This design comes from an exercise in tuning for a short achievable clock period and few clock cycles on the open sky130 flow, not from production work. Only the layout flow was run in this run; the RTL was not checked for function there.

$ cat run.sh
#!/bin/bash
# synth_recipe.tcl (not shown) runs the flow's synth.tcl, then flattens the netlist and writes it again
# the make line also repeats each setting of config.mk as NAME=value (left out here)
make -C /OpenROAD-flow-scripts/flow DESIGN_CONFIG=/design/flow/config.mk WORK_HOME=/design/flow/orfs CLKGATE_MAP_FILE= SYNTH_SCRIPT=/design/flow/synth_recipe.tcl finish
$ cat config.mk
export PLATFORM = sky130hd
export DESIGN_NAME = single_cycle_rv32i_core
export DESIGN_NICKNAME = single_cycle_rv32i_core
export VERILOG_FILES = /design/flow/design.v
export SDC_FILE = /design/flow/constraint.sdc
export NUM_CORES = 4
export LEC_CHECK = 0
export CAP_MARGIN = 20
export CORE_MARGIN = 2
export CORE_UTILIZATION = 25
export PLACE_DENSITY = 0.4
export SLEW_MARGIN = 20
$ cat constraint.sdc
create_clock -name core_clock -period 13.0 [get_ports {clk}]
set_input_delay 2.6000 -clock core_clock [delete_from_list [all_inputs] [get_ports {clk}]]
set_output_delay 2.6000 -clock core_clock [all_outputs]
set_load 0.01 [all_outputs]
$ cat design.v
`timescale 1ns / 1ps
module adder32(
    input [31:0] in1,
    input [31:0] in2,
    output [31:0] out
    );
    assign out = in1 + in2;
endmodule
`timescale 1ns / 1ps
module alu_control(
    input [1:0] alu_op,
    input [2:0] fun3,
    input [6:0] fun7,
    output reg [3:0] out,
    output reg invert
    );
    always @(*) begin
    invert = 0;
        case(alu_op) 
            2'b00: out = 4'd2; 
            2'b01: begin     
                case (fun3)
                    3'b000: out = 4'd3;   
                    3'b001: begin out = 4'd3; invert = 1; end   
                    3'b100: begin out = 4'd6; invert = 1; end   
                    3'b101: begin out = 4'd6; invert = 0; end 
                    3'b110: begin out = 4'd7; invert = 1; end  
                    3'b111: begin out = 4'd7; invert = 0; end
                    default: out = 4'd0;
                endcase
            end
            2'b10: begin       
                case ({fun7[5], fun3})   
                    4'b0000: out = 4'd2;  
                    4'b0111: out = 4'd0;  
                    4'b0110: out = 4'd1;  
                    4'b0100: out = 4'd4;  
                    4'b0010: out = 4'd6;  
                    4'b0011: out = 4'd7;  
                    4'b0001: out = 4'd5; 
                    4'b1000: out = 4'd2;  
                    4'b1111: out = 4'd0;  
                    4'b1110: out = 4'd1;  
                    4'b1100: out = 4'd4;  
                    4'b1010: out = 4'd6;  
                    4'b1011: out = 4'd7;  
                    4'b1001: out = 4'd5; 
                    4'b0101: out = 4'd8; 
                    4'b1101: out = 4'd9; 
                    default: out = 4'd0;
                endcase
            end
            2'b11: begin        
                case ({fun7[5], fun3})
                    4'b0000: out = 4'd2;  
                    4'b1000: out = 4'd3; 
                    4'b0111: out = 4'd0; 
                    4'b0110: out = 4'd1; 
                    4'b0100: out = 4'd4; 
                    4'b0001: out = 4'd5; 
                    4'b0101: out = 4'd8; 
                    4'b1101: out = 4'd9; 
                    4'b0010: out = 4'd6;  
                    4'b0011: out = 4'd7;  
                    default: out = 4'd0;
                endcase
            end          
        endcase 
    end
endmodule
`timescale 1ns / 1ps
module control_unit (
    input [6:0] opcode,
    input [2:0] func3,
    output reg byte_op,
    output reg half_op,
    output reg unsigned_op, 
    output reg mem_read, mem_write, reg_write,
    output reg [1:0] alu_op, pc_src, alu_src,
    output reg [2:0] mem_to_reg
);
    always @(*) begin
        mem_read   = 0;
        mem_write  = 0;
        reg_write  = 0;
        alu_src    = 0;
        alu_op     = 2'b00;
        pc_src     = 2'b00;
        mem_to_reg = 3'b000;
        byte_op = 0;
        half_op = 0;
        unsigned_op = 0;
        if (opcode == 7'd3 || opcode == 7'd35) begin
            case (func3)
                3'd0: begin  
                    byte_op = 1;
                    half_op = 0;
                    unsigned_op = 0;
                end
                3'd1: begin  
                    byte_op = 0;
                    half_op = 1;
                    unsigned_op = 0;
                end
                3'd2: begin  
                    byte_op = 0;
                    half_op = 0;
                    unsigned_op = 0;
                end
                3'd4: begin  
                    byte_op = 1;
                    half_op = 0;
                    unsigned_op = 1;
                end
                3'd5: begin  
                    byte_op = 0;
                    half_op = 1;
                    unsigned_op = 1;
                end
            endcase
        end
        case (opcode)
            7'd51: begin
            alu_src = 0;
            mem_to_reg = 3'b000;
            reg_write = 1;
            mem_read = 0;
            mem_write = 0;
            alu_op = 2'b11;
            pc_src = 2'b00;
            end
            7'd19: begin
            alu_src = 1;
            mem_to_reg = 3'b000;
            reg_write = 1;
            mem_read = 0;
            mem_write = 0;
            alu_op = 2'b10;
            pc_src = 2'b00;
            end
            7'd3: begin
            alu_src = 1;
            mem_to_reg = 3'b001;
            reg_write = 1;
            mem_read = 1;
            mem_write = 0;
            alu_op = 2'b00;
            pc_src = 2'b00;
            end
            7'd35: begin
            alu_src = 2;
            mem_to_reg = 3'b000; 
            reg_write = 0;
            mem_read = 0;
            mem_write = 1;
            alu_op = 2'b00;
            pc_src = 2'b00;
            end
            7'd99: begin
            alu_src = 0;
            mem_to_reg = 3'b000; 
            reg_write = 0;
            mem_read = 0;
            mem_write = 0;
            alu_op = 2'b01;
            pc_src = 2'b01;
            end
            7'd111: begin
            alu_src = 0;
            mem_to_reg = 3'b010; 
            reg_write = 1;
            mem_read = 0;
            mem_write = 0;
            alu_op = 2'b00; 
            pc_src = 2'b10;
            end
            7'd103: begin
            alu_src = 1;
            mem_to_reg = 3'b010; 
            reg_write = 1;
            mem_read = 0;
            mem_write = 0;
            alu_op = 2'b00;
            pc_src = 2'b11;
            end
            7'd55: begin
            alu_src = 0;
            mem_to_reg = 3'b011; 
            reg_write = 1;
            mem_read = 0;
            mem_write = 0;
            alu_op = 2'b00;
            pc_src = 2'b00;
            end
            7'd23: begin
            alu_src = 0;
            mem_to_reg = 3'b100; 
            reg_write = 1;
            mem_read = 0;
            mem_write = 0;
            alu_op = 2'b00;
            end
        endcase
    end
endmodule
`timescale 1ns / 1ps
module load_op(
    input byte_op,
    input half_op,
    input unsigned_op,
    input [1:0] byte_offset,
    input [31:0] data_from_mem,
    output reg [31:0] op_data
);
    always @(*) begin
        if(byte_op) begin
            case(byte_offset)
            2'b00:
            op_data = unsigned_op ?
                {24'b0, data_from_mem[7:0]} :
                {{24{data_from_mem[7]}}, data_from_mem[7:0]};
            2'b01:
            op_data = unsigned_op ?
                {24'b0, data_from_mem[15:8]} :
                {{24{data_from_mem[15]}}, data_from_mem[15:8]};
            2'b10:
            op_data = unsigned_op ?
                {24'b0, data_from_mem[23:16]} :
                {{24{data_from_mem[23]}}, data_from_mem[23:16]};
            2'b11:
            op_data = unsigned_op ?
                {24'b0, data_from_mem[31:24]} :
                {{24{data_from_mem[31]}}, data_from_mem[31:24]};
            endcase
        end else if(half_op) begin
            case(byte_offset[1])
            1'b0:
            op_data = unsigned_op ?
                {16'b0, data_from_mem[15:0]} :
                {{16{data_from_mem[15]}}, data_from_mem[15:0]};
            1'b1:
            op_data = unsigned_op ?
                {16'b0, data_from_mem[31:16]} :
                {{16{data_from_mem[31]}}, data_from_mem[31:16]};
            endcase
        end else begin
            op_data = data_from_mem;
        end
    end
endmodule
`timescale 1ns / 1ps
module main_alu(
    input invert,
    input [31:0] src1, src2,
    input [3:0] operation,
    output reg zero_flag,
    output reg [31:0] out
);
    always @(*) begin
        case (operation)
            4'b0000: out = src1 & src2;              
            4'b0001: out = src1 | src2;              
            4'b0010: out = src1 + src2;            
            4'b0011: out = src1 - src2;            
            4'b0100: out = src1 ^ src2;            
            4'b0101: out = src1 << src2[4:0];      
            4'b0110: out = ($signed(src1) < $signed(src2)) ? 1 : 0; 
            4'b0111: out = (src1 < src2) ? 1 : 0;  
            4'b1000: out = src1 >> src2[4:0];        
            4'b1001: out = $signed(src1) >>> src2[4:0]; 
            default: out = 32'h0;
        endcase
        if (invert == 1'b0)
            zero_flag = (out == 32'h0) ? 1'b1 : 1'b0; 
        else
            zero_flag = (out == 32'h0) ? 1'b0 : 1'b1;  
    end
endmodule
`timescale 1ns / 1ps
module mux_4X1(
    input [31:0] in0,
    input [31:0] in1,
    input [31:0] in2,
    input [31:0] in3,
    input [1:0]sel,
    output reg [31:0] out
    );
    always @(*) begin
        case(sel)
            2'b00: out = in0;
            2'b01: out = in1;
            2'b10: out = in2;
            2'b11: out = in3;
        endcase
    end
endmodule
`timescale 1ns / 1ps
module mux_5x1 (
    input  [31:0] in0,
    input  [31:0] in1,
    input  [31:0] in2,
    input  [31:0] in3,
    input  [31:0] in4,
    input  [2:0]  sel,
    output reg [31:0] out
);
    always @(*) begin
        case (sel)
            3'b000: out = in0;
            3'b001: out = in1;
            3'b010: out = in2;
            3'b011: out = in3;
            3'b100: out = in4;
            default: out = 32'b0;
        endcase
    end
endmodule
`timescale 1ns / 1ps
module pc(
    input clk,
    input rst,
    input [31:0] jump_address,
    output reg [31:0] pc_next
);
    reg [31:0] pc_value;
    always @(posedge clk or posedge rst) begin
        if (rst) begin
            pc_value <= 32'b0;   
        end else begin
            pc_value <= jump_address;
        end
    end
    always @(*) begin
        pc_next = pc_value;  
    end
endmodule
`timescale 1ns / 1ps
module pc_src_control(
    input [1:0] pc_mux_control,
    input zero_flag,
    output reg [1:0] pc_control
    );
    always @(*) begin
        if(pc_mux_control == 2'b01 && zero_flag == 1) begin
            pc_control = 01;
        end else if(pc_mux_control == 2'b10 || pc_mux_control == 2'b11) begin
            pc_control = pc_mux_control;
        end else begin
            pc_control = 00;
        end
    end
endmodule
`timescale 1ns / 1ps
module reg_file (
    input clk,
    input rst,
    input [4:0] dest_reg, src1_reg, src2_reg,
    input [31:0] reg_write_data,
    input reg_write_control,
    output [31:0] src1_reg_value, src2_reg_value
);
    reg [31:0] registers [0:31];
   integer i;
    always @(posedge clk or posedge rst) begin
        if (rst) begin
            for (i = 0; i < 32; i = i + 1)
                registers[i] <= 32'd0;
        end else if (reg_write_control && dest_reg != 0) begin
            registers[dest_reg] <= reg_write_data;
        end
    end
    assign src1_reg_value = registers[src1_reg];
    assign src2_reg_value = registers[src2_reg];
endmodule
`timescale 1ns / 1ps
module sign_ext_12_to_32(
    input [31:0] instruction,
    output [31:0] out, u_type_immediate, jal_offset, s_type_immediate, b_type_immediate
    );
    assign b_type_immediate = { {20{instruction[31]}}, instruction[7], instruction[30:25], instruction[11:8], 1'b0 };
    assign jal_offset = { {12{instruction[31]}}, instruction[19:12], instruction[20], instruction[30:21], 1'b0 };
    assign out = {{20{instruction[31]}}, instruction[31:20]};
    assign s_type_immediate = {{20{instruction[31]}}, instruction[31:25], instruction[11:7]};   
    assign u_type_immediate = {instruction[31:12], 12'b0};
endmodule
`timescale 1ns / 1ps
module single_cycle_rv32i_core(
    input clk,
    input rst,
    output [31:0] instruction_address,
    input [31:0] instruction,
    output mem_write,
    output mem_read,
    output byte_op,
    output half_op,
    output [31:0] mem_address,
    input [31:0] mem_data_from_mem,
    output [31:0] mem_data_to_mem
);
    wire [31:0] pc_in_add, pc_out_add;
    pc pc_instance(
        .clk(clk), 
        .rst(rst), 
        .jump_address(pc_in_add), 
        .pc_next(pc_out_add)
    );
    assign instruction_address = pc_out_add;
    wire [31:0] sign_ext_out_shifted;
    wire [31:0] sign_ext_out;
    wire [31:0] u_type_immediate, jal_offset, s_type_immediate, b_type_immediate;
    sign_ext_12_to_32 sign_ext_12_to_32_instance(
        .instruction(instruction), 
        .out(sign_ext_out), 
        .b_type_immediate(b_type_immediate),
        .u_type_immediate(u_type_immediate),
        .jal_offset(jal_offset),
        .s_type_immediate(s_type_immediate)
    );
    wire func3, reg_write_control, unsigned_op;
    wire [1:0] alu_op_control, pc_src, alu_src_control;
    wire [2:0] mem_to_reg_control;
    control_unit control_unit_instance(
        .opcode(instruction[6:0]),
        .func3(instruction[14:12]), 
        .mem_read(mem_read), 
        .mem_write(mem_write), 
        .alu_src(alu_src_control), 
        .reg_write(reg_write_control),
        .alu_op(alu_op_control), 
        .mem_to_reg(mem_to_reg_control),
        .pc_src(pc_src),
        .byte_op(byte_op),
        .half_op(half_op),
        .unsigned_op(unsigned_op)
    );
    wire [31:0] load_op_data;
    load_op load_op_instance(
        .byte_op(byte_op),
        .half_op(half_op),
        .unsigned_op(unsigned_op),
        .byte_offset(mem_address[1:0]),
        .data_from_mem(mem_data_from_mem),
        .op_data(load_op_data)
    );
    wire [3:0] alu_control_unit;
    wire invert;
    alu_control alu_control_instance(
        .alu_op(alu_op_control),
        .fun3(instruction[14:12]),
        .fun7(instruction[31:25]),
        .out(alu_control_unit),
        .invert(invert)
    );
    wire [1:0] pc_src_control;
    wire zero_flag;
    pc_src_control pc_src_control_instance(
        .pc_mux_control(pc_src),
        .zero_flag(zero_flag),
        .pc_control(pc_src_control)
    );
    wire [31:0] rs1, rs2, reg_write_data;
    reg_file reg_file_instance(
        .clk(clk),
        .rst(rst),
        .dest_reg(instruction[11:7]), 
        .src1_reg(instruction[19:15]), 
        .src2_reg(instruction[24:20]),
        .reg_write_data(reg_write_data),
        .reg_write_control(reg_write_control),
        .src1_reg_value(rs1), 
        .src2_reg_value(rs2)
    );
    assign mem_data_to_mem = rs2;
    wire [31:0] alu_src_value;
    mux_4X1 alu_src_mux(
        .in0(rs2),
        .in1(sign_ext_out),
        .in2(s_type_immediate),
        .in3(0),
        .sel(alu_src_control),
        .out(alu_src_value)
    ); 
    wire [31:0] alu_out;
    main_alu main_alu_instance(
        .invert(invert),
        .src1(rs1), 
        .src2(alu_src_value),
        .operation(alu_control_unit),
        .zero_flag(zero_flag),
        .out(alu_out)
    );
    assign mem_address = alu_out;
    wire [31:0] pc_plus_4;
    adder32 adder32_instance_const4(
        .in1(4),
        .in2(pc_out_add),
        .out(pc_plus_4)
    );
    wire [31:0] pc_plus_immediate_out;
    adder32 adder32_instance_immediate(
        .in1(pc_out_add),
        .in2(b_type_immediate),
        .out(pc_plus_immediate_out)
    );
    wire [31:0] jal_pc;
    adder32 jal_adder(
        .in1(pc_out_add),
        .in2(jal_offset),
        .out(jal_pc)
    );
    wire [31:0] jalr_pc;
    assign jalr_pc = {alu_out[31:1], 1'b0};
    mux_4X1 pc_mux(
        .in0(pc_plus_4),
        .in1(pc_plus_immediate_out),
        .in2(jal_pc), 
        .in3(jalr_pc), 
        .sel(pc_src_control),
        .out(pc_in_add)
    );
    wire [31:0] pc_plus_u_type_immediate;
    adder32 u_type_adder(
        .in1(u_type_immediate),
        .in2(pc_out_add),
        .out(pc_plus_u_type_immediate)
    );
    mux_5x1 reg_write_mux(
        .in0(alu_out),
        .in1(load_op_data),
        .in2(pc_plus_4), 
        .in3(u_type_immediate), 
        .in4(pc_plus_u_type_immediate),
        .sel(mem_to_reg_control),
        .out(reg_write_data)
    );
endmodule
==> flow_metrics.env <==
export IMPL_avgSynthCellArea_sq_um=8.00
export IMPL_switching_share_pct=37.1
export IMPL_pin_count=166
export IMPL_reg2reg_from="reg_file_instance.registers[11][1]$_DFFE_PP0P_"
export IMPL_maxSlewHeadroom_pct=11.9
export IMPL_setup_ws_ns=0.251
export IMPL_placed_cell_area_sq_mm=0.0724
export IMPL_fin_skew_ns=0.0496
export IMPL_grt_pass1_wl_microns=584000
export IMPL_final_cell_mix="dfrtp_1 (1055), nor2_1 (1024), a21oi_1 (959)"
export IMPL_grt_use_total_pct=31.4
export IMPL_coreArea_sq_mm=0.260
export IMPL_period_share_pct=98.1
export IMPL_p_per_area_mw_per_mm2=138
export IMPL_synth_compound_gate_area_share_pct=23.9
export IMPL_synth_seq_cells=1055
export IMPL_power_mw=10.6
export IMPL_row_count=187
export IMPL_rr_worst_depth=29
export IMPL_final_util_pct=29.6
export IMPL_nets=8320
export IMPL_finalHoldViolCount=0
export IMPL_muxShareOfSynthArea_pct=1.62
export IMPL_p_clk_share_pct=36.1
export IMPL_grt_max_degree=143
export IMPL_hold_path_class="reg2reg"
export IMPL_critPathLaunchType="primary input"
export IMPL_seq_area_sq_mm=0.0264
export IMPL_grt_pass1_vias=66941
export IMPL_yosys_area_share_simple_pct=24.2
export IMPL_leakage_nw=33.3
export IMPL_switching_power_mw=3.94
export IMPL_synth_adder_area_share_pct=3.03
export IMPL_drc=0
export IMPL_synth_area_leaders="dfrtp_1 (40%), a21oi_1 (7.4%), nand3_1 (7.1%), nor2_1 (6.2%), a22oi_1 (4.6%)"
export IMPL_wl_microns=430000
export IMPL_combPwrFrac_pct=26.9
export IMPL_drv_slew=0
export IMPL_ys_flop_type="dfrtp_1"
export IMPL_tns_ns=0
export IMPL_clk_pin_slew_ns=0.06
export IMPL_vias=71484
export IMPL_finalCriticalPeriod_ns=12.75
export IMPL_syn_num_nets=8384
export IMPL_holdPathEnd="reg_file_instance.registers[0][17]$_DFFE_PP0P_"
export IMPL_synth_seq_area_share_pct=40.4
export IMPL_hpwl_microns=292000
export IMPL_rsz0062_at_grt="false"
export IMPL_wire_per_inst_microns=37.0
export IMPL_async_flop_share_pct=100
export IMPL_p_seq_share_pct=37.0
export IMPL_ir_drop_mv=0.152
export IMPL_maxCapViolations=0
export IMPL_via_per_inst=6.16
export IMPL_area_growth_pct=17.6
export IMPL_synth_warnings=10
export IMPL_dp_slack_ns=-0.339
export IMPL_required_ns=10.40
export IMPL_clock_sinks=1055
export IMPL_ant_nets=0
export IMPL_layout_commonest_cell="dfrtp_1"
export IMPL_synth_top_cell_by_area="dfrtp_1"
export IMPL_die_h_microns=515
export IMPL_worstSetupPathType="in2out"
export IMPL_portBuffers=164
export IMPL_die_w_microns=515
export IMPL_hp_start="reg_file_instance.registers[0][17]$_DFFE_PP0P_"
export IMPL_clk_latency_ns=0.83
export IMPL_antenna_found_initial=20
export IMPL_cts_tree="built"
export IMPL_synth_top_family_by_area="simple AND/OR/NAND/NOR gates"
export IMPL_cp_end_kind="output port"
export IMPL_grt_overflow=0
export IMPL_r2r_setup_slack_ns=4.20
export IMPL_drt_iter0_drc=10739
export IMPL_hold_depth=0
export IMPL_worst_hold_slack_ns=0.403
export IMPL_p_int_mw=6.68
export IMPL_synth_top_area_share_pct=40.4
export IMPL_fmax_mhz=78.4
export IMPL_cp_arrival_ns=10.15
export IMPL_status="no timing/DRC/antenna violations"
export IMPL_drive_above_1_share_pct=10.2
export IMPL_start_util_pct=25.1
export IMPL_root_buffer="clkbuf_16"
export IMPL_yosysUniqueCellTypes=101
export IMPL_tightest_slew_ns=1.31
export IMPL_path_max_fanout=18
export IMPL_synth_area_sq_mm=0.0653
export IMPL_setup_viol=0
export IMPL_die_area_sq_mm=0.265
export IMPL_syn_inst=8162
export IMPL_place_congestion=0.979
export IMPL_fin_area_sq_mm=0.0768
export IMPL_cts_buffer_depth=3
export IMPL_synth_xor_area_share_pct=1.26
export IMPL_n_fill_cell=27793
export IMPL_dpl_cell_count=11365
export IMPL_timing_rr_end="pc_instance.pc_value[31]$_DFF_PP0_"
export IMPL_cts_htree_levels=4
export IMPL_stdcell_count=11604
export IMPL_cts_buffers=133
export IMPL_synth_edf_count=0
export IMPL_drtPass1Iterations=10
export IMPL_multi_input_area_sq_mm=0.0362
[routing by layer]
metal	wire, microns	vias up	global-route usage [%]
met5	148	-	0
met4	25900	22	16.1
met3	42800	1174	7.64
met2	180000	4721	46.0
met1	181000	35822	42.6
li1	-	29745	-
[power groups by stage]
| stage | Combinational [mW] | Clock (mW) | Sequential, mW |
|---|---|---|---|
| final | 2.86 | 3.83 | 3.93 |
| after global routing | 3.01 | 4.01 | 3.94 |
| after CTS | 2.80 | 3.89 | 3.90 |
| after detailed placement | 2.79 | 0 | 3.96 |
| after global placement | 2.78 | 0 | 3.97 |
| after floorplan | 1.55 | 0 | 3.81 |
[cells by family (layout without fill, tap and decap cells)]
kind of cell,after synthesis,count (layout)
other,1,9
AND/OR/NAND/NOR,3384,3384
buffers and inverters,913,945
multiplexers,101,101
AO/OA/AOI/OAI,2458,2458
flip-flops,1055,1055
adder cells (fa/ha/maj),156,156
XOR/XNOR,94,94
[flip-flops by register name, indices dropped and copies added, names as in the netlist]
name	count
pc_instance.pc_value	31
reg_file_instance.registers	1024
[synthesized netlist by cell type (38+ instances only)]
cell	number
nor2_1	1081
nand3_1	926
o22ai_1	39
o21ai_1	85
inv_1	124
a2111oi_0	38
o211ai_1	74
dfrtp_1	1055
o21ai_0	339
nand4_1	239
nand2_1	637
a211oi_1	41
buf_1	80
ha_1	152
a221oi_1	91
nor3_1	97
a22oi_1	402
xnor2_1	60
a21oi_1	971
nor4_1	88
a22o_1	38
clkbuf_1	553
buf_2	138
mux2i_1	82
and3_1	121
[final cells by class]
cell class	instances	share of cell area [%]
sequential	1055	34.4
clock buffer	190	5.01
inverter	131	0.645
timing repair buffer	583	6.61
multi-input combinational	6194	47.1
antenna	8	0.0261
tap	3402	5.54
clock inverter	41	0.668
[critical path, cell delays in order]
cell and delay, ns:
buf_2 0.38, nand3_1 0.34, nor2_4 0.38, buf_4 0.43, buf_4 0.42, a22oi_1 0.15
nand2_1 0.12, nor3_1 0.06, a21oi_1 0.43, buf_4 0.22, mux2i_1 0.07, buf_4 0.20
ha_1 0.39, and3b_1 0.27, and3_1 0.19, a211oi_1 0.40, nor2_1 0.14, a2111oi_0 0.44
buf_4 0.21, nor2_1 0.07, a311oi_1 0.48, o21a_1 0.20, o41ai_1 0.09, mux2i_1 0.26
a211oi_2 0.15, buf_4 0.19, inv_1 0.22, clkdlybuf4s50_1 0.60
[worst max-delay path by stage]
stage	startpoint	cells past startpoint	slack [ns]	endpoint
2_1_floorplan	rst	1	-4.15	pc_instance.pc_value[10]$_DFF_PP0_
3_3_place_gp	instruction[24]	26	-0.38	mem_address[30]
3_5_place_dp	instruction[24]	27	-0.34	mem_address[30]
4_1_cts	instruction[23]	28	0.007	mem_address[31]
5_1_grt	instruction[2]	26	0.07	mem_address[30]
6_report	instruction[22]	28	0.25	mem_address[31]
[repair_timing]
action,CTS,global route
hold buffers,0,0
setup buffers,0,0
pin swaps,0,0
gates resized for setup,6,12
endpoints found under the setup margin,2,5

re-timing with driven ports:
In the flow no input, the clock included, has a driving cell. The finished layout below was timed again as built, in two steps.
Step 1 assumes that a clkbuf_16 drives the clock port and a buf_2 every other input.
Step 2 adds t to the input delays and takes it off the output delays; t is the mean of the earliest and latest rising clock arrival at the registers after step 1. Input paths then give back, and output paths get back, about the clock's delay inside the block.
Three values: ideal ports, drivers, drivers and shift; two values: the first two.
shift t [ns]: 0.896
slack for setup (ns): 0.251 / 0.159 / 0.159
latest minus earliest clock arrival (ns): 0.050 / 0.050
worst slew at a driven data input, ns: 0.14
cell pins on the clock port's net: 1
After both steps this run still meets setup and hold. The setup slack of this run moves by -0.092 ns with the drivers and by -0.092 ns with both steps.
